What follows belongs to an exercise in optimizing a design on an open flow for small area, a short achievable clock period and few clock cycles; a production flow would make more cautious choices.
RTL that was checked went through simulation tests only; none was proved equivalent to the original.
Only the layout flow was run in runs 1 and 2; the RTL was not checked for function there.
Power figures rest on the tool's default switching activity, not on a simulated workload.

==> design/flow/config.mk <==
export PLATFORM = sky130hd
export DESIGN_NAME = riscv_pipeline
export DESIGN_NICKNAME = riscv_pipeline
export VERILOG_FILES = /design/flow/design.v
export SDC_FILE = /design/flow/constraint.sdc
export NUM_CORES = 8
export LEC_CHECK = 0
export CAP_MARGIN = 20
export CORE_MARGIN = 2
export CORE_UTILIZATION = 40
export PLACE_DENSITY = 0.6
export SLEW_MARGIN = 20
==> design/flow/constraint.sdc <==
create_clock -name core_clock -period 12.0 [get_ports {clk}]
set_input_delay 2.4000 -clock core_clock [delete_from_list [all_inputs] [get_ports {clk}]]
set_output_delay 2.4000 -clock core_clock [all_outputs]
set_load 0.01 [all_outputs]
==> design/flow/design.v <==
module pfx_add #(
    parameter int N = 32
) (
    input  logic [N-1:0] a,
    input  logic [N-1:0] b,
    input  logic         cin,
    output logic [N-1:0] s,
    output logic         cout
);
    localparam int L = $clog2(N);
    logic [N-1:0] p, g;
    assign p = a ^ b;
    assign g = a & b;
    logic [N-1:0] gl [0:L];
    logic [N-1:0] pl [0:L];
    assign gl[0] = {g[N-1:1], g[0] | (p[0] & cin)};
    assign pl[0] = p;
    for (genvar l = 0; l < L; l++) begin : g_lvl
        for (genvar i = 0; i < N; i++) begin : g_bit
            if (i >= (1 << l)) begin : g_op
                assign gl[l+1][i] = gl[l][i] | (pl[l][i] & gl[l][i-(1<<l)]);
                assign pl[l+1][i] = pl[l][i] & pl[l][i-(1<<l)];
            end else begin : g_pass
                assign gl[l+1][i] = gl[l][i];
                assign pl[l+1][i] = pl[l][i];
            end
        end
    end
    assign s    = p ^ {gl[L][N-2:0], cin};
    assign cout = gl[L][N-1];
endmodule
module pfx_incdec #(
    parameter int N = 20
) (
    input  logic [N-1:0] x,
    input  logic         sgn,
    input  logic         cin,
    output logic [N-1:0] s
);
    localparam int L = $clog2(N);
    logic [N-1:0] ol [0:L];
    logic [N-1:0] zl [0:L];
    assign ol[0] = x;
    assign zl[0] = ~x;
    for (genvar l = 0; l < L; l++) begin : g_lvl
        for (genvar i = 0; i < N; i++) begin : g_bit
            if (i >= (1 << l)) begin : g_op
                assign ol[l+1][i] = ol[l][i] & ol[l][i-(1<<l)];
                assign zl[l+1][i] = zl[l][i] & zl[l][i-(1<<l)];
            end else begin : g_pass
                assign ol[l+1][i] = ol[l][i];
                assign zl[l+1][i] = zl[l][i];
            end
        end
    end
    logic [N-1:0] inc, dec;
    assign inc = x ^ {ol[L][N-2:0], 1'b1};
    assign dec = x ^ {zl[L][N-2:0], 1'b1};
    assign s = (sgn == cin) ? x : cin ? inc : dec;
endmodule
module pfx_inc #(
    parameter int N = 30
) (
    input  logic [N-1:0] x,
    output logic [N-1:0] s
);
    localparam int L = $clog2(N);
    logic [N-1:0] ol [0:L];
    assign ol[0] = x;
    for (genvar l = 0; l < L; l++) begin : g_lvl
        for (genvar i = 0; i < N; i++) begin : g_bit
            if (i >= (1 << l)) begin : g_op
                assign ol[l+1][i] = ol[l][i] & ol[l][i-(1<<l)];
            end else begin : g_pass
                assign ol[l+1][i] = ol[l][i];
            end
        end
    end
    assign s = x ^ {ol[L][N-2:0], 1'b1};
endmodule
module riscv_pipeline #(
    parameter DATA_WIDTH = 32,
    parameter ADDR_WIDTH = 32
) (
    input  logic                        clk,
    input  logic                        rst_n,
    output logic [ADDR_WIDTH-1:0]       imem_addr,
    input  logic [DATA_WIDTH-1:0]       imem_rdata,
    output logic [ADDR_WIDTH-1:0]       dmem_addr,
    output logic [DATA_WIDTH-1:0]       dmem_wdata,
    output logic                        dmem_we,
    output logic                        dmem_re,
    input  logic [DATA_WIDTH-1:0]       dmem_rdata,
    output logic                        wb_valid,
    output logic [4:0]                  wb_rd,
    output logic [DATA_WIDTH-1:0]       wb_data
);
    logic [31:2] x_pc4;          
    logic [31:2] x_tgt;          
    logic        x_pred;         
    logic [31:0] x_a;            
    logic [31:0] x_b;            
    logic [11:0] x_off;          
    logic [4:0]  x_rd;
    logic        x_we;           
    logic        x_link;         
    logic        x_ld, x_st, x_br, x_jalr;
    logic [2:0]  x_f3;           
    logic        x_alt;          
    logic        x_sub;          
    logic [31:0] wdata;          
    logic [31:2] npc;            
    logic        kill;           
    logic [31:2] fix;            
    logic [31:0] rf [1:31];
    logic [31:1] rf_v;
    for (genvar i = 1; i < 32; i++) begin : g_rf
        always_ff @(posedge clk)
            if (x_we && x_rd == i) rf[i] <= wdata;
        always_ff @(posedge clk or negedge rst_n)
            if (!rst_n) rf_v[i] <= 1'b0;
            else if (x_we && x_rd == i) rf_v[i] <= 1'b1;
    end
    assign npc = x_pred ? x_tgt : x_pc4;
    assign imem_addr = {npc, 2'b00};
    logic [31:0] ins;
    assign ins = imem_rdata;
    logic [4:0] f_op, f_rd, f_rs1, f_rs2;
    logic [2:0] f_f3;
    assign f_op  = ins[6:2];
    assign f_rd  = ins[11:7];
    assign f_f3  = ins[14:12];
    assign f_rs1 = ins[19:15];
    assign f_rs2 = ins[24:20];
    logic f_lui, f_auipc, f_jal, f_jalr, f_br, f_ld, f_st, f_opi, f_opr;
    assign f_lui   = (f_op == 5'b01101);
    assign f_auipc = (f_op == 5'b00101);
    assign f_jal   = (f_op == 5'b11011);
    assign f_jalr  = (f_op == 5'b11001);
    assign f_br    = (f_op == 5'b11000);
    assign f_ld    = (f_op == 5'b00000);
    assign f_st    = (f_op == 5'b01000);
    assign f_opi   = (f_op == 5'b00100);
    assign f_opr   = (f_op == 5'b01100);
    logic [31:0] imm_i, imm_s, imm_b, imm_u, imm_j;
    assign imm_i = {{20{ins[31]}}, ins[31:20]};
    assign imm_s = {{20{ins[31]}}, ins[31:25], ins[11:7]};
    assign imm_b = {{19{ins[31]}}, ins[31], ins[7], ins[30:25], ins[11:8], 1'b0};
    assign imm_u = {ins[31:12], 12'b0};
    assign imm_j = {{11{ins[31]}}, ins[31], ins[19:12], ins[20], ins[30:21], 1'b0};
    logic [31:0] rf_r1, rf_r2;
    always_comb begin
        rf_r1 = '0;
        rf_r2 = '0;
        for (int i = 1; i < 32; i++) begin
            rf_r1 = rf_r1 | (rf[i] & {32{rf_v[i] && f_rs1 == i}});
            rf_r2 = rf_r2 | (rf[i] & {32{rf_v[i] && f_rs2 == i}});
        end
    end
    logic [31:0] f_r1, f_r2;
    assign f_r1 = (x_we && x_rd == f_rs1) ? wdata : rf_r1;
    assign f_r2 = (x_we && x_rd == f_rs2) ? wdata : rf_r2;
    logic [20:2] f_off;
    logic [31:2] f_tgt;
    logic        f_tc;
    assign f_off = ins[3] ? imm_j[20:2] : imm_b[20:2];    
    pfx_add #(.N(19)) u_tgt_lo (.a(npc[20:2]), .b(f_off), .cin(1'b0), .s(f_tgt[20:2]), .cout(f_tc));
    pfx_incdec #(.N(11)) u_tgt_hi (.x(npc[31:21]), .sgn(ins[31]), .cin(f_tc), .s(f_tgt[31:21]));
    logic [31:2] f_pc4;
    pfx_inc #(.N(30)) u_pc4 (.x(npc), .s(f_pc4));
    always_ff @(posedge clk or negedge rst_n) begin
        if (!rst_n) begin
            x_pc4  <= 30'd0;              
            x_pred <= 1'b0;
            x_we   <= 1'b0;
            x_ld   <= 1'b0;
            x_st   <= 1'b0;
            x_br   <= 1'b0;
            x_jalr <= 1'b0;
        end else if (kill) begin
            x_pc4  <= fix;
            x_pred <= 1'b0;
            x_we   <= 1'b0;
            x_ld   <= 1'b0;
            x_st   <= 1'b0;
            x_br   <= 1'b0;
            x_jalr <= 1'b0;
        end else begin
            x_pc4  <= f_pc4;
            x_pred <= f_jal | (f_br & ins[31]);
            x_we   <= (f_lui | f_auipc | f_jal | f_jalr | f_ld | f_opi | f_opr) && f_rd != 5'd0;
            x_ld   <= f_ld;
            x_st   <= f_st;
            x_br   <= f_br;
            x_jalr <= f_jalr;
        end
    end
    always_ff @(posedge clk) begin
        x_tgt  <= f_tgt;
        x_rd   <= f_rd;
        x_link <= f_jal | f_jalr;
        x_f3   <= (f_lui | f_auipc) ? 3'b000 : f_f3;
        x_alt  <= ins[30] & (f_opr | (f_opi & f_f3 == 3'b101));
        x_sub  <= (ins[30] & f_opr & f_f3 == 3'b000) | ((f_opr | f_opi) & f_f3[2:1] == 2'b01) | f_br;
        x_a    <= f_auipc ? {npc, 2'b00} : f_lui ? 32'd0 : f_r1;
        x_b    <= f_opi ? imm_i : (f_lui | f_auipc) ? imm_u : f_r2;
        x_off  <= f_st ? imm_s[11:0] : imm_i[11:0];
    end
    logic [31:0] addr_sum;
    logic        addr_c;
    pfx_add #(.N(12)) u_addr_lo (.a(x_a[11:0]), .b(x_off), .cin(1'b0), .s(addr_sum[11:0]), .cout(addr_c));
    pfx_incdec #(.N(20)) u_addr_hi (.x(x_a[31:12]), .sgn(x_off[11]), .cin(addr_c), .s(addr_sum[31:12]));
    logic [31:0] sum;
    logic        sum_c;
    pfx_add #(.N(32)) u_sum (.a(x_a), .b(x_b ^ {32{x_sub}}), .cin(x_sub), .s(sum), .cout(sum_c));
    logic        slt, sltu;
    assign sltu = !sum_c;
    assign slt  = (x_a[31] ^ x_b[31]) ? x_a[31] : sum[31];
    logic b_eq, b_lt, b_ltu, b_cond;
    assign b_eq  = ~|(x_a ^ x_b);
    assign b_lt  = slt;
    assign b_ltu = sltu;
    always_comb begin
        case (x_f3)
            3'b000:  b_cond = b_eq;
            3'b001:  b_cond = !b_eq;
            3'b100:  b_cond = b_lt;
            3'b101:  b_cond = !b_lt;
            3'b110:  b_cond = b_ltu;
            3'b111:  b_cond = !b_ltu;
            default: b_cond = 1'b0;
        endcase
    end
    assign kill = x_jalr || (x_br && (b_cond != x_pred));
    assign fix  = x_jalr ? addr_sum[31:2] : b_cond ? x_tgt : x_pc4;
    logic        sh_left;
    logic [31:0] sh_in, sh_r, sh_out;
    assign sh_left = (x_f3 == 3'b001);
    always_comb begin
        for (int i = 0; i < 32; i++) sh_in[i] = sh_left ? x_a[31-i] : x_a[i];
    end
    assign sh_r = 32'($signed({x_alt & x_a[31], sh_in}) >>> x_b[4:0]);
    always_comb begin
        for (int i = 0; i < 32; i++) sh_out[i] = sh_left ? sh_r[31-i] : sh_r[i];
    end
    logic [31:0] alu;
    always_comb begin
        case (x_f3)
            3'b000:  alu = sum;
            3'b001:  alu = sh_out;
            3'b010:  alu = {31'd0, slt};
            3'b011:  alu = {31'd0, sltu};
            3'b100:  alu = x_a ^ x_b;
            3'b101:  alu = sh_out;
            3'b110:  alu = x_a | x_b;
            default: alu = x_a & x_b;
        endcase
    end
    assign wdata = x_ld ? dmem_rdata : x_link ? {x_pc4, 2'b00} : alu;
    assign dmem_addr  = addr_sum;
    assign dmem_wdata = x_b;
    assign dmem_we    = x_st;
    assign dmem_re    = x_ld;
    logic        t_valid;
    logic [4:0]  t_rd;
    logic [31:0] t_data;
    always_ff @(posedge clk or negedge rst_n)
        if (!rst_n) t_valid <= 1'b0;
        else        t_valid <= x_we;
    always_ff @(posedge clk) begin
        t_rd   <= x_rd;
        t_data <= wdata;
    end
    assign wb_valid = t_valid;
    assign wb_rd    = t_rd;
    assign wb_data  = t_data;
endmodule
==> design/flow/flow/run.sh <==
#!/bin/bash
set -euo pipefail
M=$(cat flow/margin.txt)
bash standard.sh SETUP_SLACK_MARGIN=$M finish > standard_flow.log 2>&1
==> design/flow/flow/margin.txt <==
7
==> design/flow/standard.sh <==
#!/bin/bash
# synth_recipe.tcl (not shown) runs the flow's synth.tcl, then flattens the netlist and writes it again
# the make line also repeats each setting of config.mk as NAME=value (left out here)
make -C /OpenROAD-flow-scripts/flow DESIGN_CONFIG=/design/flow/config.mk WORK_HOME=/design/flow/orfs CLKGATE_MAP_FILE= SYNTH_SCRIPT=/design/flow/synth_recipe.tcl "${@:-finish}"
==> summary.md, run 1 <==
| Metric | Value |
|---|---|
| CP startpoint kind | flop |
| Fin area | 0.0714 sq mm |
| Share of cells above drive strength 1 | 0.189 |
| Max frequency | 161 MHz |
| Drt drc | 0 |
| Yosys cell types | 95 |
| Initial DRT Pass Iterations | 10 |
| Clock buffer depth | 3 |
| Tmin final | 6.23 ns |
| Nets@finish | 5355 |
| Mean Syn Cell Area | 12.1 sq um |
| Slew margin rel. | 0.204 |
| Most frequent cells in the layout | edfxtp_1, a22oi_1, buf_4 |
| Post-route clock period utilization | 0.519 |
| Footprint of the multi-input gates | 0.0251 sq mm |
| Area post-placement | 0.0647 sq mm |
| Number of synthesized flops with an enable pin | 992 |
| Unrepaired setup endpoints after global routing | yes |
| Flop pwr share | 0.421 |
| Cts hold-fix bufs | 0 |
| Max-cap viol count | 0 |
| Worst Path Arrival | 3.83 ns |
| Worst-Margin Slew | 1.19 ns |
| Initial Util | 0.404 |
| Number of synthesized register bits | 1214 |
| First-pass GRT wire length | 440000 um |
| Wire length after detailed routing | 331000 um |
| CP endpoint kind | primary output |
| Register area | 0.0346 sq mm |
| Cell row count | 141 |
| Crit Path Max Fanout | 9 |
| Largest net degree at the start of global routing | 69 |
| Cell-internal power | 0.00832 W |
| Clock power share | 0.320 |
| GPL Wtd Cong | 1.03 |
| Area leader, netlist | edfxtp_1 |
| Port Buffer Count | 197 |
| Root Driver | clkbuf_16 |
| Switch Pwr | 0.00420 W |
| Post-synth top area share | 0.497 |
| Worst-path clk slew | 0.06 ns |
| Setup-failing EPs final | 0 |
| DPL Wire Length | 190000 um |
| Crit Path Category | reg2out |
| Synth Cell Area | 0.0599 sq mm |
| Final Hold Viols | 0 |
| CTS Buf Count | 130 |
| Clock skew | 0.0612 ns |
| Switching share of power | 0.335 |
| Vias in the first global route | 51800 |
| CTS tree | done |
| Total congestion overflow | 0 |
| H-tree levels | 4 |
| Required time worst endpoint | 9.60 ns |
| Filler cells | 13100 |
| Core Box Area | 0.148 sq mm |
| Via count | 56300 |
| Die width | 391 um |
| Worst VDD drop | 0.146 mV |
| Ports | 202 |
| Async SR Flop Fraction | 0.0560 |
| Synth area leaders | edfxtp_1, a22oi_1, dfxtp_1, a221oi_1, a22o_1 |
| Clk sink count | 1214 |
| Power Dens Cells | 175 mW/mm^2 |
| Antenna violations before repair | 32 |
| Iter 0 DRT Violations | 13000 |
| Max Slew Vio Count | 0 |
| Total GRT Usage | 0.420 |
| Combinational power share | 0.259 |
| P&R area growth vs syn | 19.3% |
| Top FF cell, synth | edfxtp_1 |
| Clock latency on the worst-skew pair | 0.81 ns |
| Die Height | 391 um |
| Min-delay worst type | reg2reg |
| Lkg Pwr | 24.8 nW |
| Cell count after synthesis | 4933 |
| Vias per cell | 7.81 |
| Number of antenna-violating nets in the routed design | 0 |
| Die area | 0.153 sq mm |
| Warnings, synthesis | 19 |
| Commonest non-fill, non-tap cell in the layout | edfxtp_1 |
| Total negative slack | 0 ns |
| Status | finished clean |
| Wire length per cell | 45.9 um |
| Register area share after synthesis | 0.577 |
## power by group through the flow
stage	Clock, W	Combinational (W)	Sequential [W]
4_1_cts	0.00398	0.00298	0.00524
3_3_place_gp	0	0.00272	0.00531
2_1_floorplan	0	0.00148	0.00517
6_report	0.00401	0.00324	0.00528
5_1_grt	0.00416	0.00334	0.00527
3_5_place_dp	0	0.00273	0.00531
## worst max-delay path, cell delays in order, from the launching register on
cell and delay, ns:
dfxtp_2 0.70, ha_1 0.44, and3_1 0.25, a31o_4 0.25, o21bai_4 0.22, buf_6 0.16
buf_6 0.10, buf_6 0.10, nand4_1 0.20, mux2i_4 0.24, xnor2_2 0.17, buf_2 0.19
## synthesized netlist by cell type, drive strengths merged (88+ instances only)
cell      n
a21oi   191
a221oi  210
a222oi   89
a22o    201
a22oi   535
clkbuf  357
dfxtp   154
edfxtp  992
ha      127
inv     130
nand2   238
nand3   139
nand4   145
nor2    168
nor3     88
o21ai   145
xnor2    94
## what timing repair did
| action | 4_1_cts | 5_1_grt |
|---|---|---|
| gates resized for setup | 404 | 129 |
| gates cloned | 14 | 2 |
| pin swaps | 62 | 50 |
| setup buffers | 69 | 43 |
| setup endpoints to repair | 512 | 355 |
## cells by family after synthesis
group           count (synthesis)  synth area share
buf+inv                       564            0.0365
compound gates               1681             0.213
flops                        1214             0.577
mux                           148            0.0357
xor+xnor                      152            0.0222
simple gates                 1043            0.0882
other cells                     1         0.0000626
fa+ha+maj                     130            0.0275
## final cells by class
type | instances | share of cell area
inverter | 134 | 0.00757
timing repair buffer | 511 | 0.0637
sequential | 1214 | 0.484
clock inverter | 61 | 0.00848
clock buffer | 171 | 0.0495
multi-input combinational | 3162 | 0.351
tap | 1930 | 0.0338
antenna | 22 | 0.000771
timing repair inverter | 6 | 0.000595
## flip-flops by register name (all words and copies together), names as in the netlist, 3 cells and up
| register | cells |
|---|---|
| rf | 992 |
| x_off | 12 |
| rf_v | 31 |
| x_tgt | 30 |
| t_data | 32 |
| x_rd | 5 |
| x_f3 | 3 |
| x_pc4 | 30 |
| x_b | 32 |
| t_rd | 5 |
| x_a | 32 |
## per-stage QoR
step / hold WS, ns / instances / worst slack (ns) / utilization / total power, W
after detailed placement: 0.463 / 6829 / 5.20 / 0.436 / 0.00804
final: 0.485 / 7211 / 5.77 / 0.482 / 0.0125
after floorplan: 0.329 / 4934 / 6.71 / - / 0.00666
after global placement: 0.458 / 6829 / 5.22 / 0.436 / 0.00803
after CTS: 0.479 / 7144 / 5.86 / 0.476 / 0.0122
after global routing: 0.502 / 7196 / 5.76 / 0.482 / 0.0128
## worst paths after layout
kind	start	to	slack (ns)	cells past startpoint
setup / recovery	x_a[7]	dmem_addr[27]	5.77	11
hold / removal	x_rd[1]	t_rd[1]	0.48	0
setup reg to reg	x_f3[0]	rf[23][10]	6.83	13
hold reg to reg	x_rd[1]	t_rd[1]	0.48	0
max in group asynchronous	rst_n	x_pred	9.76	1
min in group asynchronous	rst_n	x_pc4[21]	1.64	1
## layer usage
metal | global-route usage | up-vias | wire length, um | part of all wire
li1 | - | 20500 | - | -
met1 | 0.494 | 27200 | 107000 | 0.32
met2 | 0.584 | 6549 | 131000 | 0.40
met3 | 0.204 | 2020 | 59100 | 0.18
met4 | 0.325 | 34 | 33800 | 0.10
met5 | 0.00574 | - | 355 | 0.0011
==> run 2: changes to the inputs <==
--- a/design/flow/design.v
+++ b/design/flow/design.v
@@ -100,6 +100,7 @@
     logic        x_pred;         
     logic [31:0] x_a;            
     logic [31:0] x_b;            
+    logic        x_fa, x_fb;     
     logic [11:0] x_off;          
     logic [4:0]  x_rd;
     logic        x_we;           
@@ -108,18 +109,24 @@
     logic [2:0]  x_f3;           
     logic        x_alt;          
     logic        x_sub;          
-    logic [31:0] wdata;          
+    logic [31:0] m_addr;         
+    logic [31:0] m_val;          
+    logic [4:0]  m_rd;
+    logic        m_we, m_ld, m_st;
+    logic [31:0] x_res;          
+    logic [31:0] m_wdata;        
     logic [31:2] npc;            
     logic        kill;           
     logic [31:2] fix;            
+    logic        stall;          
     logic [31:0] rf [1:31];
     logic [31:1] rf_v;
     for (genvar i = 1; i < 32; i++) begin : g_rf
         always_ff @(posedge clk)
-            if (x_we && x_rd == i) rf[i] <= wdata;
+            if (m_we && m_rd == i) rf[i] <= m_wdata;
         always_ff @(posedge clk or negedge rst_n)
             if (!rst_n) rf_v[i] <= 1'b0;
-            else if (x_we && x_rd == i) rf_v[i] <= 1'b1;
+            else if (m_we && m_rd == i) rf_v[i] <= 1'b1;
     end
     assign npc = x_pred ? x_tgt : x_pc4;
     assign imem_addr = {npc, 2'b00};
@@ -157,9 +164,15 @@
             rf_r2 = rf_r2 | (rf[i] & {32{rf_v[i] && f_rs2 == i}});
         end
     end
+    logic f_x1, f_x2, f_m1, f_m2;
+    assign f_x1 = x_we && x_rd == f_rs1;
+    assign f_x2 = x_we && x_rd == f_rs2;
+    assign stall = x_ld && ((f_x1 && !(f_lui || f_auipc || f_jal)) || (f_x2 && (f_opr || f_br || f_st)));
+    assign f_m1 = m_we && m_rd == f_rs1;
+    assign f_m2 = m_we && m_rd == f_rs2;
     logic [31:0] f_r1, f_r2;
-    assign f_r1 = (x_we && x_rd == f_rs1) ? wdata : rf_r1;
-    assign f_r2 = (x_we && x_rd == f_rs2) ? wdata : rf_r2;
+    assign f_r1 = f_m1 ? m_wdata : rf_r1;
+    assign f_r2 = f_m2 ? m_wdata : rf_r2;
     logic [20:2] f_off;
     logic [31:2] f_tgt;
     logic        f_tc;
@@ -177,8 +190,8 @@
             x_st   <= 1'b0;
             x_br   <= 1'b0;
             x_jalr <= 1'b0;
-        end else if (kill) begin
-            x_pc4  <= fix;
+        end else if (kill || stall) begin
+            x_pc4  <= stall ? npc : fix;
             x_pred <= 1'b0;
             x_we   <= 1'b0;
             x_ld   <= 1'b0;
@@ -204,30 +217,33 @@
         x_sub  <= (ins[30] & f_opr & f_f3 == 3'b000) | ((f_opr | f_opi) & f_f3[2:1] == 2'b01) | f_br;
         x_a    <= f_auipc ? {npc, 2'b00} : f_lui ? 32'd0 : f_r1;
         x_b    <= f_opi ? imm_i : (f_lui | f_auipc) ? imm_u : f_r2;
+        x_fa   <= f_x1 && !(f_auipc || f_lui);
+        x_fb   <= f_x2 && !(f_opi || f_lui || f_auipc);
         x_off  <= f_st ? imm_s[11:0] : imm_i[11:0];
     end
+    logic [31:0] a, b;
+    assign a = x_fa ? m_val : x_a;
+    assign b = x_fb ? m_val : x_b;
     logic [31:0] addr_sum;
     logic        addr_c;
-    pfx_add #(.N(12)) u_addr_lo (.a(x_a[11:0]), .b(x_off), .cin(1'b0), .s(addr_sum[11:0]), .cout(addr_c));
-    pfx_incdec #(.N(20)) u_addr_hi (.x(x_a[31:12]), .sgn(x_off[11]), .cin(addr_c), .s(addr_sum[31:12]));
+    pfx_add #(.N(12)) u_addr_lo (.a(a[11:0]), .b(x_off), .cin(1'b0), .s(addr_sum[11:0]), .cout(addr_c));
+    pfx_incdec #(.N(20)) u_addr_hi (.x(a[31:12]), .sgn(x_off[11]), .cin(addr_c), .s(addr_sum[31:12]));
     logic [31:0] sum;
     logic        sum_c;
-    pfx_add #(.N(32)) u_sum (.a(x_a), .b(x_b ^ {32{x_sub}}), .cin(x_sub), .s(sum), .cout(sum_c));
+    pfx_add #(.N(32)) u_sum (.a(a), .b(b ^ {32{x_sub}}), .cin(x_sub), .s(sum), .cout(sum_c));
     logic        slt, sltu;
     assign sltu = !sum_c;
-    assign slt  = (x_a[31] ^ x_b[31]) ? x_a[31] : sum[31];
-    logic b_eq, b_lt, b_ltu, b_cond;
-    assign b_eq  = ~|(x_a ^ x_b);
-    assign b_lt  = slt;
-    assign b_ltu = sltu;
+    assign slt  = (a[31] ^ b[31]) ? a[31] : sum[31];
+    logic b_eq, b_cond;
+    assign b_eq = ~|(a ^ b);
     always_comb begin
         case (x_f3)
             3'b000:  b_cond = b_eq;
             3'b001:  b_cond = !b_eq;
-            3'b100:  b_cond = b_lt;
-            3'b101:  b_cond = !b_lt;
-            3'b110:  b_cond = b_ltu;
-            3'b111:  b_cond = !b_ltu;
+            3'b100:  b_cond = slt;
+            3'b101:  b_cond = !slt;
+            3'b110:  b_cond = sltu;
+            3'b111:  b_cond = !sltu;
             default: b_cond = 1'b0;
         endcase
     end
@@ -237,9 +253,9 @@
     logic [31:0] sh_in, sh_r, sh_out;
     assign sh_left = (x_f3 == 3'b001);
     always_comb begin
-        for (int i = 0; i < 32; i++) sh_in[i] = sh_left ? x_a[31-i] : x_a[i];
-    end
-    assign sh_r = 32'($signed({x_alt & x_a[31], sh_in}) >>> x_b[4:0]);
+        for (int i = 0; i < 32; i++) sh_in[i] = sh_left ? a[31-i] : a[i];
+    end
+    assign sh_r = 32'($signed({x_alt & a[31], sh_in}) >>> b[4:0]);
     always_comb begin
         for (int i = 0; i < 32; i++) sh_out[i] = sh_left ? sh_r[31-i] : sh_r[i];
     end
@@ -250,26 +266,43 @@
             3'b001:  alu = sh_out;
             3'b010:  alu = {31'd0, slt};
             3'b011:  alu = {31'd0, sltu};
-            3'b100:  alu = x_a ^ x_b;
+            3'b100:  alu = a ^ b;
             3'b101:  alu = sh_out;
-            3'b110:  alu = x_a | x_b;
-            default: alu = x_a & x_b;
+            3'b110:  alu = a | b;
+            default: alu = a & b;
         endcase
     end
-    assign wdata = x_ld ? dmem_rdata : x_link ? {x_pc4, 2'b00} : alu;
-    assign dmem_addr  = addr_sum;
-    assign dmem_wdata = x_b;
-    assign dmem_we    = x_st;
-    assign dmem_re    = x_ld;
+    assign x_res = x_link ? {x_pc4, 2'b00} : alu;
+    always_ff @(posedge clk or negedge rst_n) begin
+        if (!rst_n) begin
+            m_we <= 1'b0;
+            m_ld <= 1'b0;
+            m_st <= 1'b0;
+        end else begin
+            m_we <= x_we;
+            m_ld <= x_ld;
+            m_st <= x_st;
+        end
+    end
+    always_ff @(posedge clk) begin
+        m_addr <= addr_sum;
+        m_val  <= x_st ? b : x_res;
+        m_rd   <= x_rd;
+    end
+    assign dmem_addr  = m_addr;
+    assign dmem_wdata = m_val;
+    assign dmem_we    = m_st;
+    assign dmem_re    = m_ld;
+    assign m_wdata = m_ld ? dmem_rdata : m_val;
     logic        t_valid;
     logic [4:0]  t_rd;
     logic [31:0] t_data;
     always_ff @(posedge clk or negedge rst_n)
         if (!rst_n) t_valid <= 1'b0;
-        else        t_valid <= x_we;
+        else        t_valid <= m_we;
     always_ff @(posedge clk) begin
-        t_rd   <= x_rd;
-        t_data <= wdata;
+        t_rd   <= m_rd;
+        t_data <= m_wdata;
     end
     assign wb_valid = t_valid;
     assign wb_rd    = t_rd;
==> design/flow/flow/margin.txt (replaced) <==
8
==> summary.md, run 2 <==
| Metric | Value |
|---|---|
| Fin area | 0.0852 sq mm |
| Lkg Pwr | 31.0 nW |
| Synth Cell Area | 0.0624 sq mm |
| Slew margin rel. | 0.107 |
| Power Dens Cells | 166 mW/mm^2 |
| Setup crit start | imem_rdata[14] |
| Reg with most FFs | rf |
| Total GRT Usage | 0.441 |
| CP Capture Point | x_tgt[25] |
| Number of synthesized register bits | 1288 |
| Worst VDD drop | 0.154 mV |
| Largest net degree at the start of global routing | 68 |
| Die Height | 399 um |
| Share of cells above drive strength 1 | 0.338 |
| Commonest non-fill, non-tap cell in the layout | edfxtp_1 |
| Max reg flops | 992 |
| Wire length after detailed routing | 368000 um |
| GPL Wtd Cong | 1.03 |
| Clock skew | 0.0565 ns |
| Post-route clock period utilization | 0.389 |
| P&R area growth vs syn | 36.6% |
| Tmin final | 4.67 ns |
| Worst-path clk slew | 0.06 ns |
| Max frequency | 214 MHz |
| Crit Path Category | in2reg |
| CTS tree | done |
| DPL Wire Length | 195000 um |
| Vias per cell | 7.66 |
| Yosys cell types | 100 |
| Die area | 0.159 sq mm |
| Clock buffer depth | 3 |
| Worst Path Arrival | 5.42 ns |
| Initial Util | 0.404 |
| Setup-failing EPs final | 0 |
| Via count | 62100 |
| Most frequent cell after synthesis | edfxtp_1 |
| End of the worst register-to-register path | x_pc4[16] |
| Clock latency on the worst-skew pair | 0.85 ns |
| PnR worst setup slack | 7.33 ns |
| Total negative slack | 0 ns |
| Root Driver | clkbuf_16 |
| Ports | 202 |
| Nets@finish | 6111 |
| R2R Setup Slk | 7.33 ns |
| Post-synth top cells | edfxtp_1, a22oi_1, clkbuf_1 |
| Non-filler cells, final | 8109 |
| Mean Syn Cell Area | 12.1 sq um |
| Antenna violations before repair | 43 |
| Iter 0 DRT Violations | 14600 |
| Vias in the first global route | 56400 |
| Wire length per cell | 45.4 um |
| R2R depth | 21 |
| Unrepaired setup endpoints after global routing | yes |
| Area leader, netlist | edfxtp_1 |
| Top FF cell, synth | edfxtp_1 |
| Hold path start | x_rd[0] |
| First-pass GRT wire length | 477000 um |
| Drt drc | 0 |
| Total congestion overflow | 0 |
| Port Buffer Count | 197 |
| Crit Path Max Fanout | 6 |
| CP endpoint kind | flop |
| Max Slew Vio Count | 0 |
| Clk sink count | 1288 |
| Initial DRT Pass Iterations | 15 |
| Number of antenna-violating nets in the routed design | 0 |
| Register area share after synthesis | 0.578 |
| Number of synthesized flops with an enable pin | 992 |
| Setup WS pre-CTS | 5.22 ns |
| Warnings, synthesis | 19 |
| Placed cells | 7155 |
| Post-synth top area share | 0.477 |
| CTS Buf Count | 141 |
| Cell count after synthesis | 5177 |
| Most frequent cells in the layout | edfxtp_1, buf_4, a22oi_1 |
| Min-delay worst type | reg2reg |
| CP startpoint kind | input pin |
| Filler cells | 12400 |
| Async SR Flop Fraction | 0.0551 |
| H-tree levels | 4 |
| Final Hold Viols | 0 |
| Core Box Area | 0.154 sq mm |
| Area post-placement | 0.0678 sq mm |
| Status | finished clean |
| Worst-Margin Slew | 1.33 ns |
| Synth area leaders | edfxtp_1, dfxtp_1, a22oi_1, mux2i_1, a221oi_1 |
| Worst reg2reg startpoint | x_fb |
| Die width | 399 um |
| Cell row count | 144 |
| Required time worst endpoint | 12.75 ns |
| Max-cap viol count | 0 |
[run 2: worst min-delay path by stage]
stage,slack (ns),endpoint,cells after the start
after detailed placement,0.39,m_rd[4],0
after floorplan,0.33,t_rd[2],0
after CTS,0.40,m_rd[0],0
after global routing,0.41,m_rd[0],0
after global placement,0.39,m_rd[4],0
final,0.40,m_rd[0],0
[run 2: where the power goes]
| part | total (W) | leakage [nW] | switching (W) | internal [W] |
|---|---|---|---|---|
| Sequential | 0.00567 | 11.8 | 0.000381 | 0.00529 |
| Combinational | 0.00381 | 16.8 | 0.00229 | 0.00152 |
| Clock | 0.00464 | 2.33 | 0.00202 | 0.00262 |
| Total | 0.0141 | 31.0 | 0.00469 | 0.00943 |
[run 2: cell type report]
class / instances / area, sq um / area share
flip-flops and latches: 1288 / 36200 / 0.425
multi-input cells: 3341 / 29500 / 0.346
repair buffers: 1014 / 11500 / 0.135
clock buffers: 184 / 3850 / 0.0452
well taps: 2044 / 2560 / 0.0300
clock inverters: 74 / 966 / 0.0113
inverters: 128 / 556 / 0.00652
diodes: 35 / 87.6 / 0.00103
repair inverters: 1 / 5.00 / 0.0000587
[run 2: cells by family (layout without fill, tap and decap cells)]
logic type,Yosys count,count (layout),share of synthesized area
mux,279,279,0.0479
xor+xnor,150,150,0.0211
fa+ha+maj,130,130,0.0264
compound gates,1691,1692,0.204
buf+inv,555,1401,0.0345
flops,1288,1288,0.578
simple gates,1083,1088,0.0876
other cells,1,37,0.0000601
[run 2: per-stage QoR]
stage               utilization  power [W]  hold slack, ns
floorplan                     -    0.00707           0.329
global placement          0.439    0.00840           0.388
detailed placement        0.439    0.00842           0.386
CTS                       0.530     0.0136           0.401
global route              0.552     0.0144           0.409
finish                    0.552     0.0141           0.396
[run 2: repair_timing]
item | CTS | global route
resized for setup | 1267 | 375
setup endpoints to repair | 316 | 190
pin swaps | 256 | 223
hold buffers | 0 | 0
cloned | 48 | 10
setup buffers | 452 | 150
[run 2: critical path, cell delays in order]
cell	delay, ns
clkdlybuf4s50_1	0.82
nand2_1	0.22
nand2_1	0.09
ha_1	0.37
a21o_1	0.19
nor2_2	0.09
a211oi_4	0.32
nor2_4	0.09
buf_4	0.15
o21ai_4	0.14
buf_12	0.17
mux2i_2	0.23
xnor2_1	0.14
[run 2: metal layers]
metal | track usage | wire [um]
met2 | 0.612 | 143000
met3 | 0.227 | 64900
met4 | 0.393 | 45900
met1 | 0.490 | 113000
met5 | 0.0303 | 1220
==> run 3: changes to the inputs <==
--- a/design/flow/design.v
+++ b/design/flow/design.v
@@ -7,7 +7,7 @@
     output logic [N-1:0] s,
     output logic         cout
 );
-    localparam int L = $clog2(N);
+    localparam int L = (N <= 2) ? 1 : (N <= 4) ? 2 : (N <= 8) ? 3 : (N <= 16) ? 4 : (N <= 32) ? 5 : 6;
     logic [N-1:0] p, g;
     assign p = a ^ b;
     assign g = a & b;
@@ -37,7 +37,7 @@
     input  logic         cin,
     output logic [N-1:0] s
 );
-    localparam int L = $clog2(N);
+    localparam int L = (N <= 2) ? 1 : (N <= 4) ? 2 : (N <= 8) ? 3 : (N <= 16) ? 4 : (N <= 32) ? 5 : 6;
     logic [N-1:0] ol [0:L];
     logic [N-1:0] zl [0:L];
     assign ol[0] = x;
@@ -64,7 +64,7 @@
     input  logic [N-1:0] x,
     output logic [N-1:0] s
 );
-    localparam int L = $clog2(N);
+    localparam int L = (N <= 2) ? 1 : (N <= 4) ? 2 : (N <= 8) ? 3 : (N <= 16) ? 4 : (N <= 32) ? 5 : 6;
     logic [N-1:0] ol [0:L];
     assign ol[0] = x;
     for (genvar l = 0; l < L; l++) begin : g_lvl
==> design/flow/flow/margin.txt (replaced) <==
7.6
==> summary.md, run 3 <==
| Metric | Value |
|---|---|
| Status | finished clean |
| Worst Path Arrival | 5.43 ns |
| Cell Chain, Critical Path | clkdlybuf4s50_1, ha_1, nand4_1, a21boi_0, o31ai_4, a211oi_2, nor2_2, o21ai_4, clkbuf_16, mux2i_1, xnor2_1 |
| Via count | 58800 |
| Yosys cell types | 100 |
| CP startpoint kind | input pin |
| Synth Area in Compound Gates | 0.204 |
| PnR worst setup slack | 7.29 ns |
| Die width | 399 um |
| Total congestion overflow | 0 |
| Iter 0 DRT Violations | 12700 |
| Drt drc | 0 |
| Warnings, synthesis | 19 |
| Tmin final | 4.71 ns |
| Worst VDD drop | 0.141 mV |
| Clk sink count | 1288 |
| Multiplexer area fraction after synthesis | 0.0479 |
| Total GRT Usage | 0.412 |
| Power Dens Cells | 176 mW/mm^2 |
| Share of cells above drive strength 1 | 0.240 |
| Largest net degree at the start of global routing | 69 |
| Footprint of the multi-input gates | 0.0271 sq mm |
| Die area | 0.159 sq mm |
| Crit Path Category | in2reg |
| Area leader, netlist | edfxtp_1 |
| Post-synth top cells | edfxtp_1, a22oi_1, clkbuf_1 |
| Most frequent cells in the layout | edfxtp_1, a22oi_1, buf_4 |
| Root Driver | clkbuf_16 |
| Clock skew | 0.0724 ns |
| Reg with most FFs | rf |
| Die Height | 399 um |
| Synth area leaders | edfxtp_1, dfxtp_1, a22oi_1, mux2i_1, a221oi_1 |
| Simple-Gate Fraction of Synth Area | 0.0876 |
| Wire length per cell | 44.0 um |
| Synth Cell Area | 0.0624 sq mm |
| CTS Buf Count | 142 |
| Post-synthesis xor/xnor area fraction | 0.0211 |
| Synth Area in Adders | 0.0264 |
| Register area | 0.0361 sq mm |
| Max frequency | 212 MHz |
| Main combinational cell family by area after synthesis | compound AO/OA/AOI/OAI gates |
| Nets@finish | 5789 |
| Initial DRT Pass Iterations | 14 |
| First-pass GRT wire length | 449000 um |
| Total negative slack | 0 ns |
| Core Box Area | 0.154 sq mm |
| Final Hold Viols | 0 |
| Clock buffer depth | 3 |
| Slew margin rel. | 0.159 |
| Number of synthesized register bits | 1288 |
| Unrepaired setup endpoints after global routing | yes |
| Clock latency on the worst-skew pair | 0.82 ns |
| Max-cap viol count | 0 |
| Wire length after detailed routing | 342000 um |
| Top FF cell, synth | edfxtp_1 |
| Cell row count | 144 |
| CP max-delay cell | clkdlybuf4s50_1 |
| Most frequent cell after synthesis | edfxtp_1 |
| Max reg flops | 992 |
| Ports | 202 |
| Lkg Pwr | 27.8 nW |
| DPL Wire Length | 190000 um |
| Mean Syn Cell Area | 12.1 sq um |
| H-tree levels | 4 |
| Register area share after synthesis | 0.578 |
| Pwr Total | 0.0138 W |
| Vias per cell | 7.57 |
| Buf/Inv on CP | 2 |
| Worst-path clk slew | 0.07 ns |
| Post-route clock period utilization | 0.392 |
| Kind of cell adding the most delay to the critical path | buffers and inverters |
| Post-synth top area share | 0.477 |
| Slowest stage delay, CP | 0.89 ns |
| CP endpoint kind | flop |
| CTS tree | done |
| Cell count after synthesis | 5177 |
| Setup WS pre-CTS | 5.12 ns |
| Antenna violations before repair | 26 |
| P&R area growth vs syn | 25.9% |
| Port Buffer Count | 197 |
| Crit Path Max Fanout | 5 |
| Async SR Flop Fraction | 0.0551 |
| Required time worst endpoint | 12.72 ns |
| Setup-failing EPs final | 0 |
| Max Slew Vio Count | 0 |
| Worst-Margin Slew | 1.26 ns |
| Number of antenna-violating nets in the routed design | 0 |
| GPL Wtd Cong | 1.01 |
| Filler cells | 13100 |
| Commonest non-fill, non-tap cell in the layout | edfxtp_1 |
| Initial Util | 0.404 |
| Vias in the first global route | 53700 |
| Number of synthesized flops with an enable pin | 992 |
| Min-delay worst type | reg2reg |
-- run 3: cell counts after synthesis --
No cell type changed its count.
-- run 3: cells by family after synthesis --
group / count (synthesis)
AOI/OAI and AO/OA: 1691
xor gates and xnor gates: 150
adders and majority gates: 130
buffers and inverters: 555
DFF: 1288
muxes: 279
other: 1
and+or+nand+nor: 1083
-- run 3: cell type report --
type | instances | area share
timing repair buffer | 694 | 0.0931
sequential | 1288 | 0.460
multi-input combinational | 3339 | 0.345
antenna | 10 | 0.000319
inverter | 128 | 0.00679
clock buffer | 189 | 0.0506
tap | 2044 | 0.0326
clock inverter | 74 | 0.0114
-- run 3: worst paths after layout --
check	from	endpoint	slack, ns	cells after the start
max	imem_rdata[27]	x_tgt[29]	7.29	11
max reg2reg	x_fa	x_pc4[14]	7.36	21
min reg2reg	x_rd[0]	m_rd[0]	0.38	0
min in group asynchronous	rst_n	rf_v[26]	1.65	1
max in group asynchronous	rst_n	x_pred	9.26	2
min	x_rd[0]	m_rd[0]	0.38	0
-- run 3: per-layer routing --
layer  vias up  share of wire  global-route usage
met5         -         0.0014             0.00636
met4        34           0.11               0.339
met3      2090           0.17               0.190
met2      6697           0.40               0.582
met1     28200           0.32               0.477
li1      21700              -                   -
-- run 3: worst reg2reg max path, stage by stage, from the launching register on --
cell and delay, ns:
dfxtp_4 0.51, buf_16 0.21, mux2i_1 0.20, buf_4 0.20
inv_1 0.13, ha_4 0.33, nand2_1 0.11, o21ai_2 0.29
nor3_2 0.11, a211oi_4 0.36, nand2_2 0.14, and2_4 0.20
buf_4 0.15, o211ai_4 0.33, buf_4 0.19, nand4_1 0.16
buf_6 0.19, buf_4 0.14, buf_6 0.12, a41o_1 0.26
a31oi_4 0.17, o21ai_2 0.06
-- run 3: repair_timing --
action                     in CTS  in global routing
pin swaps                      74                108
hold buffers                    0                  0
hold endpoints to repair        0                  0
setup buffers                 178                128
setup endpoints to repair     217                147
resized for setup             733                265
cloned                         24                  5
-- run 3: through the flow --
| step | std cells | utilization | cell area (sq um) | hold WS (ns) |
|---|---|---|---|---|
| finish | 7766 | 0.509 | 78500 | 0.379 |
| global route | 7757 | 0.508 | 78500 | 0.382 |
| CTS | 7622 | 0.493 | 76100 | 0.383 |
| detailed placement | 7157 | 0.434 | 67000 | 0.382 |
| global placement | 7157 | 0.434 | 67000 | 0.386 |
| floorplan | 5178 | - | 62600 | 0.329 |
-- run 3: power breakdown --
part	switching (W)	internal, W
registers	0.000375	0.00528
clock network	0.00197	0.00266
logic	0.00212	0.00140
total	0.00446	0.00933
Testbench counts of run 3, summed over its fixed seeds: cycles 32,739.
==> run 4: changes to the inputs <==
--- a/design/flow/design.v
+++ b/design/flow/design.v
@@ -78,6 +78,40 @@
     end
     assign s = x ^ {ol[L][N-2:0], 1'b1};
 endmodule
+module pfx_cmp (
+    input  logic [31:0] a,
+    input  logic [31:0] b,
+    output logic        eq,
+    output logic        ltu,
+    output logic        lts
+);
+    logic [31:0] l0, e0;
+    logic [15:0] l1, e1;
+    logic [7:0]  l2, e2;
+    logic [3:0]  l3, e3;
+    logic [1:0]  l4, e4;
+    assign l0 = ~a & b;
+    assign e0 = ~(a ^ b);
+    for (genvar j = 0; j < 16; j++) begin : g1
+        assign l1[j] = l0[2*j+1] | (e0[2*j+1] & l0[2*j]);
+        assign e1[j] = e0[2*j+1] & e0[2*j];
+    end
+    for (genvar j = 0; j < 8; j++) begin : g2
+        assign l2[j] = l1[2*j+1] | (e1[2*j+1] & l1[2*j]);
+        assign e2[j] = e1[2*j+1] & e1[2*j];
+    end
+    for (genvar j = 0; j < 4; j++) begin : g3
+        assign l3[j] = l2[2*j+1] | (e2[2*j+1] & l2[2*j]);
+        assign e3[j] = e2[2*j+1] & e2[2*j];
+    end
+    for (genvar j = 0; j < 2; j++) begin : g4
+        assign l4[j] = l3[2*j+1] | (e3[2*j+1] & l3[2*j]);
+        assign e4[j] = e3[2*j+1] & e3[2*j];
+    end
+    assign ltu = l4[1] | (e4[1] & l4[0]);
+    assign eq  = e4[1] & e4[0];
+    assign lts = ltu ^ (a[31] ^ b[31]);
+endmodule
 module riscv_pipeline #(
     parameter DATA_WIDTH = 32,
     parameter ADDR_WIDTH = 32
@@ -95,17 +129,16 @@
     output logic [4:0]                  wb_rd,
     output logic [DATA_WIDTH-1:0]       wb_data
 );
-    logic [31:2] x_pc4;          
-    logic [31:2] x_tgt;          
+    logic [31:2] x_nxt;          
+    logic [31:2] x_oth;          
     logic        x_pred;         
     logic [31:0] x_a;            
     logic [31:0] x_b;            
-    logic        x_fa, x_fb;     
     logic [11:0] x_off;          
     logic [4:0]  x_rd;
     logic        x_we;           
-    logic        x_link;         
-    logic        x_ld, x_st, x_br, x_jalr;
+    logic        x_jmp;          
+    logic        x_ld, x_st, x_br;
     logic [2:0]  x_f3;           
     logic        x_alt;          
     logic        x_sub;          
@@ -116,8 +149,6 @@
     logic [31:0] x_res;          
     logic [31:0] m_wdata;        
     logic [31:2] npc;            
-    logic        kill;           
-    logic [31:2] fix;            
     logic        stall;          
     logic [31:0] rf [1:31];
     logic [31:1] rf_v;
@@ -128,7 +159,7 @@
             if (!rst_n) rf_v[i] <= 1'b0;
             else if (m_we && m_rd == i) rf_v[i] <= 1'b1;
     end
-    assign npc = x_pred ? x_tgt : x_pc4;
+    assign npc = x_nxt;
     assign imem_addr = {npc, 2'b00};
     logic [31:0] ins;
     assign ins = imem_rdata;
@@ -170,60 +201,67 @@
     assign stall = x_ld && ((f_x1 && !(f_lui || f_auipc || f_jal)) || (f_x2 && (f_opr || f_br || f_st)));
     assign f_m1 = m_we && m_rd == f_rs1;
     assign f_m2 = m_we && m_rd == f_rs2;
-    logic [31:0] f_r1, f_r2;
-    assign f_r1 = f_m1 ? m_wdata : rf_r1;
-    assign f_r2 = f_m2 ? m_wdata : rf_r2;
-    logic [20:2] f_off;
+    logic        f_use1, f_use2;     
+    logic [31:0] f_oth1, f_oth2;
+    logic        f_fa, f_fb;         
+    assign f_fa   = f_x1 && !(f_auipc || f_lui || f_jal);
+    assign f_fb   = f_x2 && !(f_opi || f_lui || f_auipc || f_jal || f_jalr);
+    assign f_use1 = !(f_auipc || f_lui || f_jal || f_x1 || f_m1);
+    assign f_use2 = !(f_opi || f_lui || f_auipc || f_jal || f_jalr || f_x2 || f_m2);
+    assign f_oth1 = f_fa ? x_res : (f_auipc | f_jal) ? {npc, 2'b00} : f_lui ? 32'd0 : m_wdata;
+    assign f_oth2 = f_fb ? x_res : (f_opi | f_jalr) ? imm_i : f_jal ? imm_j :
+                    (f_lui | f_auipc) ? imm_u : m_wdata;
     logic [31:2] f_tgt;
-    logic        f_tc;
-    assign f_off = ins[3] ? imm_j[20:2] : imm_b[20:2];    
-    pfx_add #(.N(19)) u_tgt_lo (.a(npc[20:2]), .b(f_off), .cin(1'b0), .s(f_tgt[20:2]), .cout(f_tc));
-    pfx_incdec #(.N(11)) u_tgt_hi (.x(npc[31:21]), .sgn(ins[31]), .cin(f_tc), .s(f_tgt[31:21]));
+    logic        f_cb;
+    pfx_add #(.N(11)) u_tgt_lo (.a(npc[12:2]), .b(imm_b[12:2]), .cin(1'b0), .s(f_tgt[12:2]), .cout(f_cb));
+    pfx_incdec #(.N(19)) u_tgt_hi (.x(npc[31:13]), .sgn(ins[31]), .cin(f_cb), .s(f_tgt[31:13]));
     logic [31:2] f_pc4;
     pfx_inc #(.N(30)) u_pc4 (.x(npc), .s(f_pc4));
+    logic        f_pred;              
+    logic        f_go;                
+    assign f_pred = f_br & ins[31];
+    assign f_go   = !x_jmp && !stall && !(x_br && (b_cond != x_pred));
+    logic        s_tgt, s_pc4, s_oth, s_addr, s_hold;
+    logic [31:2] nxt_d;
+    assign s_tgt  = f_go && f_pred;
+    assign s_pc4  = f_go && !f_pred;
+    assign s_oth  = x_br && (b_cond != x_pred);
+    assign s_addr = x_jmp;
+    assign s_hold = stall;
+    assign nxt_d  = (f_tgt & {30{s_tgt}}) | (f_pc4 & {30{s_pc4}}) | (x_oth & {30{s_oth}}) |
+                    (sum[31:2] & {30{s_addr}}) | (x_nxt & {30{s_hold}});
     always_ff @(posedge clk or negedge rst_n) begin
         if (!rst_n) begin
-            x_pc4  <= 30'd0;              
-            x_pred <= 1'b0;
-            x_we   <= 1'b0;
-            x_ld   <= 1'b0;
-            x_st   <= 1'b0;
-            x_br   <= 1'b0;
-            x_jalr <= 1'b0;
-        end else if (kill || stall) begin
-            x_pc4  <= stall ? npc : fix;
+            x_nxt  <= 30'd0;              
             x_pred <= 1'b0;
             x_we   <= 1'b0;
             x_ld   <= 1'b0;
             x_st   <= 1'b0;
             x_br   <= 1'b0;
-            x_jalr <= 1'b0;
+            x_jmp  <= 1'b0;
         end else begin
-            x_pc4  <= f_pc4;
-            x_pred <= f_jal | (f_br & ins[31]);
-            x_we   <= (f_lui | f_auipc | f_jal | f_jalr | f_ld | f_opi | f_opr) && f_rd != 5'd0;
-            x_ld   <= f_ld;
-            x_st   <= f_st;
-            x_br   <= f_br;
-            x_jalr <= f_jalr;
+            x_nxt  <= nxt_d;
+            x_pred <= f_go && f_pred;
+            x_we   <= f_go && (f_lui | f_auipc | f_jal | f_jalr | f_ld | f_opi | f_opr) && f_rd != 5'd0;
+            x_ld   <= f_go && f_ld;
+            x_st   <= f_go && f_st;
+            x_br   <= f_go && f_br;
+            x_jmp  <= f_go && (f_jal | f_jalr);
         end
     end
     always_ff @(posedge clk) begin
-        x_tgt  <= f_tgt;
+        x_oth  <= f_pred ? f_pc4 : f_tgt;
         x_rd   <= f_rd;
-        x_link <= f_jal | f_jalr;
-        x_f3   <= (f_lui | f_auipc) ? 3'b000 : f_f3;
+        x_f3   <= (f_lui | f_auipc | f_jal) ? 3'b000 : f_f3;
         x_alt  <= ins[30] & (f_opr | (f_opi & f_f3 == 3'b101));
-        x_sub  <= (ins[30] & f_opr & f_f3 == 3'b000) | ((f_opr | f_opi) & f_f3[2:1] == 2'b01) | f_br;
-        x_a    <= f_auipc ? {npc, 2'b00} : f_lui ? 32'd0 : f_r1;
-        x_b    <= f_opi ? imm_i : (f_lui | f_auipc) ? imm_u : f_r2;
-        x_fa   <= f_x1 && !(f_auipc || f_lui);
-        x_fb   <= f_x2 && !(f_opi || f_lui || f_auipc);
+        x_sub  <= ins[30] & f_opr & f_f3 == 3'b000;
+        x_a    <= f_use1 ? rf_r1 : f_oth1;
+        x_b    <= f_use2 ? rf_r2 : f_oth2;
         x_off  <= f_st ? imm_s[11:0] : imm_i[11:0];
     end
     logic [31:0] a, b;
-    assign a = x_fa ? m_val : x_a;
-    assign b = x_fb ? m_val : x_b;
+    assign a = x_a;
+    assign b = x_b;
     logic [31:0] addr_sum;
     logic        addr_c;
     pfx_add #(.N(12)) u_addr_lo (.a(a[11:0]), .b(x_off), .cin(1'b0), .s(addr_sum[11:0]), .cout(addr_c));
@@ -231,11 +269,8 @@
     logic [31:0] sum;
     logic        sum_c;
     pfx_add #(.N(32)) u_sum (.a(a), .b(b ^ {32{x_sub}}), .cin(x_sub), .s(sum), .cout(sum_c));
-    logic        slt, sltu;
-    assign sltu = !sum_c;
-    assign slt  = (a[31] ^ b[31]) ? a[31] : sum[31];
-    logic b_eq, b_cond;
-    assign b_eq = ~|(a ^ b);
+    logic b_eq, slt, sltu, b_cond;
+    pfx_cmp u_cmp (.a(a), .b(b), .eq(b_eq), .ltu(sltu), .lts(slt));
     always_comb begin
         case (x_f3)
             3'b000:  b_cond = b_eq;
@@ -247,8 +282,6 @@
             default: b_cond = 1'b0;
         endcase
     end
-    assign kill = x_jalr || (x_br && (b_cond != x_pred));
-    assign fix  = x_jalr ? addr_sum[31:2] : b_cond ? x_tgt : x_pc4;
     logic        sh_left;
     logic [31:0] sh_in, sh_r, sh_out;
     assign sh_left = (x_f3 == 3'b001);
@@ -272,7 +305,7 @@
             default: alu = a & b;
         endcase
     end
-    assign x_res = x_link ? {x_pc4, 2'b00} : alu;
+    assign x_res = x_jmp ? {x_nxt, 2'b00} : alu;
     always_ff @(posedge clk or negedge rst_n) begin
         if (!rst_n) begin
             m_we <= 1'b0;
==> design/flow/flow/run.sh (replaced) <==
#!/bin/bash
set -euo pipefail
ARGS=()
while IFS= read -r line; do
  [[ -z "$line" || "$line" == \#* ]] && continue
  ARGS+=("$line")
done < flow/knobs.txt
bash standard.sh "${ARGS[@]}" finish > standard_flow.log 2>&1
==> design/flow/flow/knobs.txt (new file) <==
SETUP_SLACK_MARGIN=7.8
CTS_BUF_LIST=sky130_fd_sc_hd__clkbuf_4 sky130_fd_sc_hd__clkbuf_8
BUFFER_PORTS_ARGS=-buffer_cell sky130_fd_sc_hd__buf_2
--- a/design/flow/config.mk
+++ b/design/flow/config.mk
@@ -7,6 +7,6 @@
 export LEC_CHECK = 0
 export CAP_MARGIN = 20
 export CORE_MARGIN = 2
-export CORE_UTILIZATION = 40
-export PLACE_DENSITY = 0.6
+export CORE_UTILIZATION = 50
+export PLACE_DENSITY = 0.65
 export SLEW_MARGIN = 20
removed: design/flow/flow/margin.txt
==> summary.md, run 4 <==
| Metric | Value |
|---|---|
| Lkg Pwr | 25.9 nW |
| First-pass GRT wire length | 415000 um |
| Footprint of the multi-input gates | 0.0259 sq mm |
| Share of cells above drive strength 1 | 0.231 |
| Crit Path Category | in2reg |
| Max-cap viol count | 0 |
| Kind of cell adding the most delay to the critical path | simple AND/OR/NAND/NOR gates |
| Vias in the first global route | 52000 |
| Via count | 56900 |
| Total negative slack | 0 ns |
| Clock skew | 0.0712 ns |
| Worst-Margin Slew | 1.29 ns |
| CP endpoint kind | flop |
| Cell row count | 129 |
| Min-delay worst type | reg2reg |
| Port Buffer Count | 197 |
| Total congestion overflow | 0 |
| CP startpoint kind | input pin |
| CP max-delay cell | nor3_2 |
| Mean Syn Cell Area | 12.3 sq um |
| Final Hold Viols | 0 |
| Top FF cell, synth | edfxtp_1 |
| Unrepaired setup endpoints after global routing | yes |
| Crit Path Max Fanout | 32 |
| Number of synthesized register bits | 1285 |
| Die width | 357 um |
| Die area | 0.128 sq mm |
| Cell Chain, Critical Path | clkbuf_4, nor2b_2, and2_1, and3_2, buf_6, a22o_1, a221oi_1, nand4_1, nor3_2, a2111oi_2 |
| Yosys cell types | 97 |
| Register area | 0.0361 sq mm |
| P&R area growth vs syn | 16.1% |
| Root Driver | clkbuf_8 |
| Worst VDD drop | 0.156 mV |
| Tmin final | 4.42 ns |
| Power Dens Cells | 174 mW/mm^2 |
| Antenna violations before repair | 29 |
| Die Height | 357 um |
| Initial DRT Pass Iterations | 15 |
| Initial Util | 0.504 |
| Clock buffer depth | 3 |
| Ports | 202 |
| Cell count after synthesis | 5088 |
| Slowest stage delay, CP | 0.73 ns |
| Required time worst endpoint | 12.82 ns |
| Core Box Area | 0.124 sq mm |
| Slew margin rel. | 0.116 |
| Status | finished clean |
| Drt drc | 0 |
| H-tree levels | 4 |
| Number of synthesized flops with an enable pin | 992 |
| GPL Wtd Cong | 1.04 |
| Buf/Inv on CP | 2 |
| Synth area leaders | edfxtp_1, dfxtp_1, a221oi_1, a22o_1, ha_1 |
| Area leader, netlist | edfxtp_1 |
| Worst-path clk slew | 0.07 ns |
| Post-route clock period utilization | 0.369 |
| Final Util | 0.585 |
| Nets@finish | 5522 |
| Total GRT Usage | 0.474 |
| Setup-failing EPs final | 0 |
| Iter 0 DRT Violations | 14200 |
| Warnings, synthesis | 19 |
| Clk sink count | 1285 |
| Async SR Flop Fraction | 0.0553 |
| Max frequency | 226 MHz |
| Synth Cell Area | 0.0623 sq mm |
| CTS Buf Count | 201 |
| Clock latency on the worst-skew pair | 0.99 ns |
| DPL Wire Length | 179000 um |
| Number of antenna-violating nets in the routed design | 0 |
| Most frequent cell after synthesis | edfxtp_1 |
| Max Slew Vio Count | 0 |
| Commonest non-fill, non-tap cell in the layout | edfxtp_1 |
| Vias per cell | 7.97 |
| Wire length after detailed routing | 314000 um |
| Register area share after synthesis | 0.578 |
| Max reg flops | 992 |
| Post-synth top cells | edfxtp_1, a221oi_1, a22o_1 |
| Most frequent cells in the layout | edfxtp_1, a221oi_1, a22o_1 |
| Worst Path Arrival | 5.24 ns |
| CTS tree | done |
| Reg with most FFs | rf |
| Wire length per cell | 44.0 um |
| Largest net degree at the start of global routing | 75 |
| Filler cells | 10100 |
| Post-synth top area share | 0.478 |
==> run 4: changes by cell type after synthesis, sizes merged, moves of 50 or more <==
cell	before	now
nand3	156	100
a221oi	220	422
a22o	207	400
a21oi	136	186
mux2i	206	94
a22oi	527	112
==> run 4: metal layers <==
layer / part of all wire / global-route usage / vias to the layer above
met4: 0.11 / 0.386 / 50
met5: 0.0031 / 0.0156 / -
li1: - / - / 21100
met2: 0.40 / 0.662 / 6579
met3: 0.18 / 0.226 / 2202
met1: 0.31 / 0.551 / 27000
==> run 4: stage by stage <==
stage                     area (sq um)  hold WS [ns]  worst slack [ns]  power (W)  cells
after CTS                        71000         0.383              7.76     0.0122   7067
after detailed placement         65500         0.362              5.93    0.00828   6654
final                            72400         0.386              7.58     0.0126   7144
after global placement           65500         0.365              6.01    0.00825   6654
after global routing             72300         0.391              7.68     0.0128   7119
after floorplan                  63000         0.329              7.24    0.00706   5089
==> run 4: layout make-up <==
cell class / instances / area share
sequential: 1285 / 0.499
multi-input combinational: 3245 / 0.358
clock buffer: 287 / 0.0497
timing repair buffer: 440 / 0.0477
tap: 1637 / 0.0283
clock inverter: 92 / 0.00906
inverter: 130 / 0.00733
antenna: 28 / 0.000968
==> run 4: path summary, 6_finish.rpt <==
path | from | endpoint | slack [ns] | depth (start not counted)
setup / recovery | imem_rdata[15] | x_a[1] | 7.58 | 10
hold / removal | x_st | m_st | 0.39 | 0
setup reg to reg | x_sub | x_a[27] | 7.67 | 15
hold reg to reg | x_st | m_st | 0.39 | 0
max in group asynchronous | rst_n | x_nxt[4] | 9.50 | 2
min in group asynchronous | rst_n | x_nxt[11] | 1.31 | 1
==> run 4: report_power, final <==
| group | switching [W] | internal [W] |
|---|---|---|
| Clock | 0.00187 | 0.00209 |
| Combinational | 0.00193 | 0.000977 |
| Sequential | 0.000436 | 0.00527 |
==> run 4: kinds of logic after synthesis <==
group           Yosys count  synth area share
compound gates         1657             0.207
simple gates           1094            0.0878
flops                  1285             0.578
other cells               1         0.0000602
fa+ha+maj               153            0.0311
mux                     176            0.0376
buf+inv                 560            0.0357
xor+xnor                162            0.0228
==> run 4: timing repair <==
item | CTS | global route
setup endpoints to repair | 169 | 114
cloned | 2 | 8
hold buffers | 0 | 0
pin swaps | 23 | 46
setup buffers | 32 | 41
resized for setup | 246 | 186
Testbench counts of run 4, summed over its fixed seeds: cycles 33,074.
==> run 5: changes to the inputs <==
==> design/flow/flow/knobs.txt (replaced) <==
SETUP_SLACK_MARGIN=7.8
CTS_ARGS=-sink_clustering_enable -repair_clock_nets -dont_use_dummy_load -buf_list {sky130_fd_sc_hd__clkbuf_4 sky130_fd_sc_hd__clkbuf_8}
BUFFER_PORTS_ARGS=-buffer_cell sky130_fd_sc_hd__buf_2
==> summary.md, run 5 <==
| Metric | Value |
|---|---|
| Drt drc | 0 |
| WHS Path Cells | 0 |
| Cell row count | 129 |
| Cell Chain, Critical Path | clkbuf_4, nor3b_1, and3_2, buf_8, a222oi_1, nand3_1, nor3_4, nor2_1, a221oi_1, o21ai_0 |
| Wire length after detailed routing | 313000 um |
| Worst-path clk slew | 0.05 ns |
| Mean Syn Cell Area | 12.3 sq um |
| Slew margin rel. | 0.155 |
| Number of synthesized register bits | 1285 |
| Hold path start | x_st |
| Ports | 202 |
| Nets@finish | 5523 |
| Min-delay worst type | reg2reg |
| CP max-delay cell | a222oi_1 |
| Clock skew | 0.0949 ns |
| Die area | 0.128 sq mm |
| Die Height | 357 um |
| Top FF cell, synth | edfxtp_1 |
| Worst Path Arrival | 5.16 ns |
| R2R Setup Slk | 7.71 ns |
| Clock buffer depth | 3 |
| Core Box Area | 0.124 sq mm |
| Vias in the first global route | 51600 |
| Power Dens Cells | 165 mW/mm^2 |
| Tmin final | 4.40 ns |
| Iter 0 DRT Violations | 14300 |
| Initial DRT Pass Iterations | 15 |
| Synth Cell Area | 0.0623 sq mm |
| P&R area growth vs syn | 13.9% |
| Wire length per cell | 44.9 um |
| Number of antenna-violating nets in the routed design | 0 |
| CP endpoint kind | flop |
| Cts hold-fix bufs | 0 |
| Number of synthesized flops with an enable pin | 992 |
| Max frequency | 227 MHz |
| Post-synth top cells | edfxtp_1, a221oi_1, a22o_1 |
| Max Slew Vio Count | 0 |
| Most frequent cells in the layout | edfxtp_1, a221oi_1, a22o_1 |
| DPL Wire Length | 179000 um |
| Port Buffer Count | 197 |
| CTS tree | done |
| Max reg flops | 992 |
| Fin area | 0.0710 sq mm |
| Filler cells | 10100 |
| Total congestion overflow | 0 |
| Commonest non-fill, non-tap cell in the layout | edfxtp_1 |
| Unrepaired setup endpoints after global routing | yes |
| R2R depth | 12 |
| Kind of cell adding the most delay to the critical path | simple AND/OR/NAND/NOR gates |
| Antenna violations before repair | 27 |
| Die width | 357 um |
| Crit Path Category | in2reg |
| GPL Wtd Cong | 1.04 |
| Lkg Pwr | 25.1 nW |
| Buf/Inv on CP | 2 |
| Async SR Flop Fraction | 0.0553 |
| Max-cap viol count | 0 |
| Slowest stage delay, CP | 0.49 ns |
| Cell count after synthesis | 5088 |
| Post-synth top area share | 0.478 |
| Most frequent cell after synthesis | edfxtp_1 |
| Register area share after synthesis | 0.578 |
| H-tree levels | 4 |
| End of the worst register-to-register path | x_a[23] |
| Initial Util | 0.504 |
| Via count | 56400 |
| Warnings, synthesis | 19 |
| CP startpoint kind | input pin |
| Area post-placement | 0.0655 sq mm |
| Synth area leaders | edfxtp_1, dfxtp_1, a221oi_1, a22o_1, ha_1 |
| Root Driver | clkbuf_8 |
| Footprint of the multi-input gates | 0.0259 sq mm |
| Vias per cell | 8.10 |
| Largest net degree at the start of global routing | 75 |
| Yosys cell types | 97 |
| Final Hold Viols | 0 |
| Required time worst endpoint | 12.76 ns |
| Total negative slack | 0 ns |
| CTS Buf Count | 201 |
| Worst reg2reg startpoint | x_f3[0] |
| Worst-Margin Slew | 1.23 ns |
| Post-route clock period utilization | 0.367 |
| Total GRT Usage | 0.473 |
| Setup-failing EPs final | 0 |
| Worst VDD drop | 0.133 mV |
| First-pass GRT wire length | 414000 um |
| Reg with most FFs | rf |
| Clk sink count | 1285 |
| Min-Delay Endpoint | m_st |
| Crit Path Max Fanout | 32 |
| Area leader, netlist | edfxtp_1 |
| Register area | 0.0361 sq mm |
| Clock latency on the worst-skew pair | 0.98 ns |
| Status | finished clean |
| Share of cells above drive strength 1 | 0.214 |
[run 5: cell counts after synthesis]
No cell type changed its count.
[run 5: how the worst max path moves through the flow]
| stage | start | end | cells past startpoint |
|---|---|---|---|
| 2_1_floorplan | imem_rdata[10] | x_nxt[29] | 12 |
| 3_3_place_gp | imem_rdata[5] | x_b[13] | 11 |
| 3_5_place_dp | imem_rdata[5] | x_b[13] | 11 |
| 4_1_cts | imem_rdata[5] | x_nxt[15] | 12 |
| 5_1_grt | imem_rdata[10] | x_nxt[29] | 14 |
| 6_report | imem_rdata[22] | x_b[5] | 10 |
[run 5: power breakdown]
group	switching (W)	total [W]	internal [W]	leakage (nW)
Sequential	0.000447	0.00572	0.00527	11.8
Clock	0.00162	0.00308	0.00146	1.45
Combinational	0.00192	0.00290	0.000985	11.9
Total	0.00398	0.0117	0.00772	25.1
[run 5: final cells by class]
| type | instances | area share |
|---|---|---|
| Tap cell | 1637 | 0.0288 |
| Clock buffer | 201 | 0.0390 |
| Antenna cell | 29 | 0.00102 |
| Multi-Input combinational cell | 3245 | 0.365 |
| Timing Repair Buffer | 441 | 0.0503 |
| Sequential cell | 1285 | 0.508 |
| Inverter | 130 | 0.00737 |
[run 5: logic make-up after synthesis]
group / after synthesis / share of synthesized area
muxes: 176 / 0.0376
adders and majority gates: 153 / 0.0311
buffers and inverters: 560 / 0.0357
other: 1 / 0.0000602
and+or+nand+nor: 1094 / 0.0878
xor gates and xnor gates: 162 / 0.0228
DFF: 1285 / 0.578
AOI/OAI and AO/OA: 1657 / 0.207
[run 5: worst register-to-register path, delay by kind of cell (launching register included)]
| family | cells | cell delay (ns) |
|---|---|---|
| AO/OA/AOI/OAI | 4 | 1.60 |
| buffers and inverters | 2 | 0.56 |
| flip-flops | 1 | 0.32 |
| multiplexers | 4 | 1.26 |
| AND/OR/NAND/NOR | 2 | 0.45 |
[run 5: timing repair]
action / CTS / global route
buffers inserted: 30 / 44
pin swaps: 30 / 53
cloned: 1 / 9
resized for setup: 267 / 191
endpoints found under the setup margin: 168 / 117
[run 5: routing by layer]
metal	global-route usage	up-vias	wire length, um
li1	-	20900	-
met1	0.551	26800	97600
met2	0.661	6571	124000
met3	0.228	2159	55900
met4	0.376	33	34400
met5	0.0263	-	878
[run 5: metrics by stage]
step                      setup WS, ns  utilization  hold WS [ns]  instances  total power (W)
final                             7.60        0.574         0.388       6968           0.0117
after global routing              7.61        0.574         0.388       6948           0.0120
after CTS                         7.80        0.563         0.381       6886           0.0114
after detailed placement          5.93        0.530         0.362       6654          0.00828
after global placement            6.01        0.530         0.365       6654          0.00825
after floorplan                   7.24            -         0.329       5089          0.00706

port drivers added, routing unchanged:
Ports are ideal in the flow. The routed layouts listed here were re-timed in OpenROAD. Step 1 sets driving cells, clkbuf_16 on the clock port and buf_2 on the other inputs (assumed; they add their load-dependent delay and slew). Step 2 also shifts input and output timing later by t, the mid clock arrival at the registers, as if the neighbouring blocks saw the same clock. Three values: ideal, step 1, step 2; two values: the first two.
run	t, ns	setup slack, ns	worst register clock-pin slew, ns
run 1	0.855	5.771 / 5.694 / 5.911	0.09 / 0.09
run 2	0.908	7.328 / 7.329 / 6.451	0.07 / 0.07
run 3	0.861	7.291 / 7.319 / 6.457	0.07 / 0.07
run 4	1.029	7.576 / 7.627 / 6.598	0.07 / 0.07
run 5	1.008	7.600 / 7.653 / 6.646	0.07 / 0.07
After both steps setup and hold are still met in every run listed. The setup slack of run 4, which loses most, moves by +0.051 ns with the drivers and by -0.978 ns with both steps.
